What follows belongs to an exercise in optimizing a design on an open flow for small area and a short achievable clock period; a production flow would make more cautious choices. At most, simulation tests tie the RTL to the original design; equivalence was not proved. Power is estimated from default activity; no workload was simulated.

==> flow/design.v <==
module pic_core(
    input            clk,
    input            rst,
    input[31:0]      irq,
    output           exi,
    output[4:0]      exi_code,
    input            mgmt_req,
    input[31:0]      mgmt_adr,
    output reg       mgmt_ack,
    input            mgmt_rwn,
    input[1:0]       mgmt_wen,
    input[31:0]      mgmt_txd,
    output reg       mgmt_rxe,
    output[31:0]     mgmt_rxd
);
localparam LAT = 15;     
function le11(input[10:0] a, input[10:0] b);
    reg[15:0] l, ng;
    integer j, w;
    begin
        l  = 0;
        ng = 16'hffff;
        for(j = 0; j < 11; j = j + 1)
        begin
            l[j]  = !a[j] & b[j];
            ng[j] = !a[j] | b[j];
        end
        for(w = 8; w >= 1; w = w / 2)
            for(j = 0; j < w; j = j + 1)
            begin
                l[j]  = l[2*j+1] | (ng[2*j+1] & l[2*j]);
                ng[j] = l[2*j+1] | (ng[2*j+1] & ng[2*j]);
            end
        le11 = ng[0];
    end
endfunction
reg mgmt_fin, busy, issue;
always @(posedge clk or posedge rst)
begin
    if(rst)
    begin
        busy     <= 0;
        issue    <= 0;
        mgmt_fin <= 0;
    end else
    begin
        busy     <= !mgmt_fin && mgmt_req;
        issue    <= !busy     && mgmt_req;
        mgmt_fin <= issue;
    end
end
reg       rwn, wen, hit;
reg[4:0]  cfg_adr, cfg_din;
always @(posedge clk)
begin
    rwn     <= mgmt_rwn;
    wen     <= mgmt_wen[0];
    hit     <= mgmt_adr[15:5] == 11'd1;
    cfg_adr <= mgmt_adr[4:0];
    cfg_din <= mgmt_txd[4:0];
end
wire vld = issue && hit;
always @(posedge clk or posedge rst)
begin
    if(rst)
    begin
        mgmt_ack <= 0;
        mgmt_rxe <= 0;
    end else
    begin
        mgmt_ack <= vld;
        mgmt_rxe <= vld && rwn;
    end
end
reg[159:0] pri;
reg[4:0]   rd_adr;
reg[4:0]   rxd;
always @(posedge clk)
begin
    if(vld) rd_adr <= cfg_adr;
    rxd <= rd_data;
end
reg[4:0] rd_data;
integer r;
always @(*)
begin
    rd_data = 0;
    for(r = 0; r < 32; r = r + 1)
        rd_data = rd_data | ({5{rd_adr == r}} & pri[r*5+:5]);
end
genvar i;
generate
for(i = 0; i < 32; i = i + 1)
begin: g_pri
always @(posedge clk)
    if(vld && wen && cfg_adr == i) pri[i*5+:5] <= cfg_din;
end
endgenerate
assign mgmt_rxd = {27'd0, rxd};
reg[31:0]  nvld;         
reg[159:0] cnt;
generate
for(i = 0; i < 32; i = i + 1)
begin: g_line
always @(posedge clk)
    nvld[i] <= !irq[i];
always @(posedge clk or posedge rst)
begin
    if(rst) cnt[i*5+:5] <= 0;
    else    cnt[i*5+:5] <= cnt[i*5+:5] + (nvld[i] && irq[i] ? 5'd1 : 5'd0);
end
end
endgenerate
wire[10:0] key[0:31];
generate
for(i = 0; i < 32; i = i + 1)
begin: g_key
assign key[i] = {nvld[i], pri[i*5+:5], cnt[i*5+:5]};
end
endgenerate
wire[32*11-1:0] lv0;
generate
for(i = 0; i < 32; i = i + 1)
begin: g_lv0
assign lv0[i*11+:11] = key[i];
end
endgenerate
reg[16*12-1:0] lv1;
reg[8*13-1:0]  lv2;
reg[4*14-1:0]  lv3;
reg[2*15-1:0]  lv4;
reg[5:0]       lv5;
generate
for(i = 0; i < 16; i = i + 1)
begin: g_l1
    wire[10:0] a = lv0[(2*i)*11+:11], b = lv0[(2*i+1)*11+:11];
    wire w = le11(a, b);
    always @(posedge clk)
        lv1[i*12+:12] <= w ? {a, 1'b0} : {b, 1'b1};
end
for(i = 0; i < 8; i = i + 1)
begin: g_l2
    wire[11:0] a = lv1[(2*i)*12+:12], b = lv1[(2*i+1)*12+:12];
    wire w = le11(a[11:1], b[11:1]);
    always @(posedge clk)
        lv2[i*13+:13] <= w ? {a[11:1], 1'b0, a[0:0]} : {b[11:1], 1'b1, b[0:0]};
end
for(i = 0; i < 4; i = i + 1)
begin: g_l3
    wire[12:0] a = lv2[(2*i)*13+:13], b = lv2[(2*i+1)*13+:13];
    wire w = le11(a[12:2], b[12:2]);
    always @(posedge clk)
        lv3[i*14+:14] <= w ? {a[12:2], 1'b0, a[1:0]} : {b[12:2], 1'b1, b[1:0]};
end
for(i = 0; i < 2; i = i + 1)
begin: g_l4
    wire[13:0] a = lv3[(2*i)*14+:14], b = lv3[(2*i+1)*14+:14];
    wire w = le11(a[13:3], b[13:3]);
    always @(posedge clk)
        lv4[i*15+:15] <= w ? {a[13:3], 1'b0, a[2:0]} : {b[13:3], 1'b1, b[2:0]};
end
endgenerate
wire[14:0] fa = lv4[14:0], fb = lv4[29:15];
wire fw = le11(fa[14:4], fb[14:4]);
always @(posedge clk)
    lv5 <= fw ? {!fa[14], 1'b0, fa[3:0]} : {!fb[14], 1'b1, fb[3:0]};
reg[5:0] dly[6:LAT];
integer s;
always @(posedge clk)
begin
    dly[6] <= lv5;
    for(s = 7; s <= LAT; s = s + 1)
        dly[s] <= dly[s-1];
end
assign exi      = dly[LAT][5];
assign exi_code = dly[LAT][4:0];
endmodule
==> flow/config.mk <==
export PLATFORM = sky130hd
export DESIGN_NAME = pic_core
export DESIGN_NICKNAME = pic_core
export VERILOG_FILES = /design/flow/design.v
export SDC_FILE = /design/flow/constraint.sdc
export NUM_CORES = 4
export LEC_CHECK = 0
export ABC_AREA = 1
export CAP_MARGIN = 20
export CORE_MARGIN = 2
export CORE_UTILIZATION = 60
export CTS_BUF_LIST = sky130_fd_sc_hd__clkbuf_8 sky130_fd_sc_hd__clkbuf_16
export CTS_CLUSTER_DIAMETER = 100
export CTS_CLUSTER_SIZE = 24
export SETUP_SLACK_MARGIN = 3.5
export SLEW_MARGIN = 20
export TNS_END_PERCENT = 0
==> flow/constraint.sdc <==
create_clock -name core_clock -period 5.0 [get_ports {clk}]
set_input_delay 1.0000 -clock core_clock [delete_from_list [all_inputs] [get_ports {clk}]]
set_output_delay 1.0000 -clock core_clock [all_outputs]
set_load 0.01 [all_outputs]
standard.sh (not shown) runs the stock make flow with config.mk's settings and CLKGATE_MAP_FILE= SYNTH_SCRIPT=/design/flow/synth_recipe.tcl, a recipe that flattens the netlist after the stock synthesis.
==> flow/flow/run.sh <==
#!/bin/bash
# The standard layout, with plain buffers on the ports instead of the
# delay cells buffer_ports picks by default. Each ORFS step also keeps its
# own log under orfs/logs; make's output is kept in flow_make.log.
set -euo pipefail
bash standard.sh BUFFER_PORTS_ARGS="-buffer_cell sky130_fd_sc_hd__buf_2" finish > flow_make.log 2>&1
The starting point finished clean.
Next try:
--- a/flow/design.v
+++ b/flow/design.v
@@ -75,21 +75,13 @@
 reg[159:0] pri;
 reg[4:0]   rd_adr;
 reg[4:0]   rxd;
 always @(posedge clk)
 begin
     if(vld) rd_adr <= cfg_adr;
-    rxd <= rd_data;
-end
-reg[4:0] rd_data;
-integer r;
-always @(*)
-begin
-    rd_data = 0;
-    for(r = 0; r < 32; r = r + 1)
-        rd_data = rd_data | ({5{rd_adr == r}} & pri[r*5+:5]);
+    rxd <= pri[rd_adr*5+:5];
 end
 genvar i;
 generate
 for(i = 0; i < 32; i = i + 1)
 begin: g_pri
 always @(posedge clk)
Outcome: Worst setup slack gets better by 8.7 ps; wire length shrinks by 4.6%; design area went down by 0.59%; fmax goes up by 0.41%; sequential share of layout area is higher by 0.31 points; first-iteration DRC count is lower by 14%; core utilization decreases by 0.38 points; power came out lower by 3.3%; area after synthesis is about the same; worst hold slack gets better by 15 ps; clock-buffer cell count goes up by 1.
The RTL of the first run of this note was laid out without a check of its function.

---

Starts from the design.v that is shown in full above.
==> flow/config.mk <==
export PLATFORM = sky130hd
export DESIGN_NAME = pic_core
export DESIGN_NICKNAME = pic_core
export VERILOG_FILES = /design/flow/design.v
export SDC_FILE = /design/flow/constraint.sdc
export NUM_CORES = 4
export LEC_CHECK = 0
export CAP_MARGIN = 20
export CORE_MARGIN = 2
export CORE_UTILIZATION = 60
export CTS_BUF_LIST = sky130_fd_sc_hd__clkbuf_8 sky130_fd_sc_hd__clkbuf_16
export CTS_CLUSTER_DIAMETER = 100
export CTS_CLUSTER_SIZE = 24
export SETUP_SLACK_MARGIN = 3.5
export SLEW_MARGIN = 20
export TNS_END_PERCENT = 0
==> flow/constraint.sdc <==
create_clock -name core_clock -period 5.0 [get_ports {clk}]
set_input_delay 1.0000 -clock core_clock [delete_from_list [all_inputs] [get_ports {clk}]]
set_output_delay 1.0000 -clock core_clock [all_outputs]
set_load 0.01 [all_outputs]
Scripts as last shown in full above: flow/flow/run.sh
Then changed:
--- a/flow/design.v
+++ b/flow/design.v
@@ -77,17 +77,9 @@
 reg[4:0]   rxd;
 always @(posedge clk)
 begin
     if(vld) rd_adr <= cfg_adr;
-    rxd <= rd_data;
-end
-reg[4:0] rd_data;
-integer r;
-always @(*)
-begin
-    rd_data = 0;
-    for(r = 0; r < 32; r = r + 1)
-        rd_data = rd_data | ({5{rd_adr == r}} & pri[r*5+:5]);
+    rxd <= pri[rd_adr*5+:5];
 end
 genvar i;
 generate
 for(i = 0; i < 32; i = i + 1)
After rerunning:
- The new run finished with timing, DRC and antenna clean
- clock power decreases by a few percent
- maximum frequency drops slightly
- total power came out lower by a few percent
- via count goes down by a little under a tenth
- cell area came out lower by a few percent
- core utilization decreases by 2.9 points
- flip-flop and latch count does not change
- count of clock-buffer cells in the layout came out lower by 1
- wire length went down by about a fifth
- hold slack hardly moves
No functional check of the RTL was part of the first run of this note.

[what the ideal ports hide]
No port has a modelled driver above. Below, the same layouts with a new extraction and two added sets of constraints. Step 1 sets driving cells, clkbuf_16 on the clock port and buf_2 on the other inputs (assumed; they add their load-dependent delay and slew). Step 2 also shifts input and output timing later by t, the mid clock arrival at the registers, as if the neighbouring blocks saw the same clock. Slacks: ideal / step 1 / step 2; pairs: ideal / step 1.
| run | shift t [ns] | setup WS [ns] | hold slack, ns | worst register clock-pin slew, ns |
|---|---|---|---|---|
| the first run of note 1 | 0.661 | 2.876 / 2.818 / 2.754 | 0.311 / 0.268 / 0.330 | 0.10 / 0.10 |
| the second run of note 1 | 0.661 | 2.885 / 2.821 / 2.919 | 0.327 / 0.327 / 0.327 | 0.10 / 0.10 |
| the first run of note 2 | 0.657 | 2.731 / 2.731 / 2.731 | 0.326 / 0.326 / 0.326 | 0.10 / 0.10 |
| the second run of note 2 | 0.646 | 2.694 / 2.694 / 2.694 | 0.325 / 0.325 / 0.325 | 0.10 / 0.10 |
After both steps every run listed still meets setup and hold. The setup slack of the first run of note 1, which loses most, moves by -0.058 ns with the drivers and by -0.122 ns with both steps. The worst setup slack also covers recovery checks on asynchronous resets.
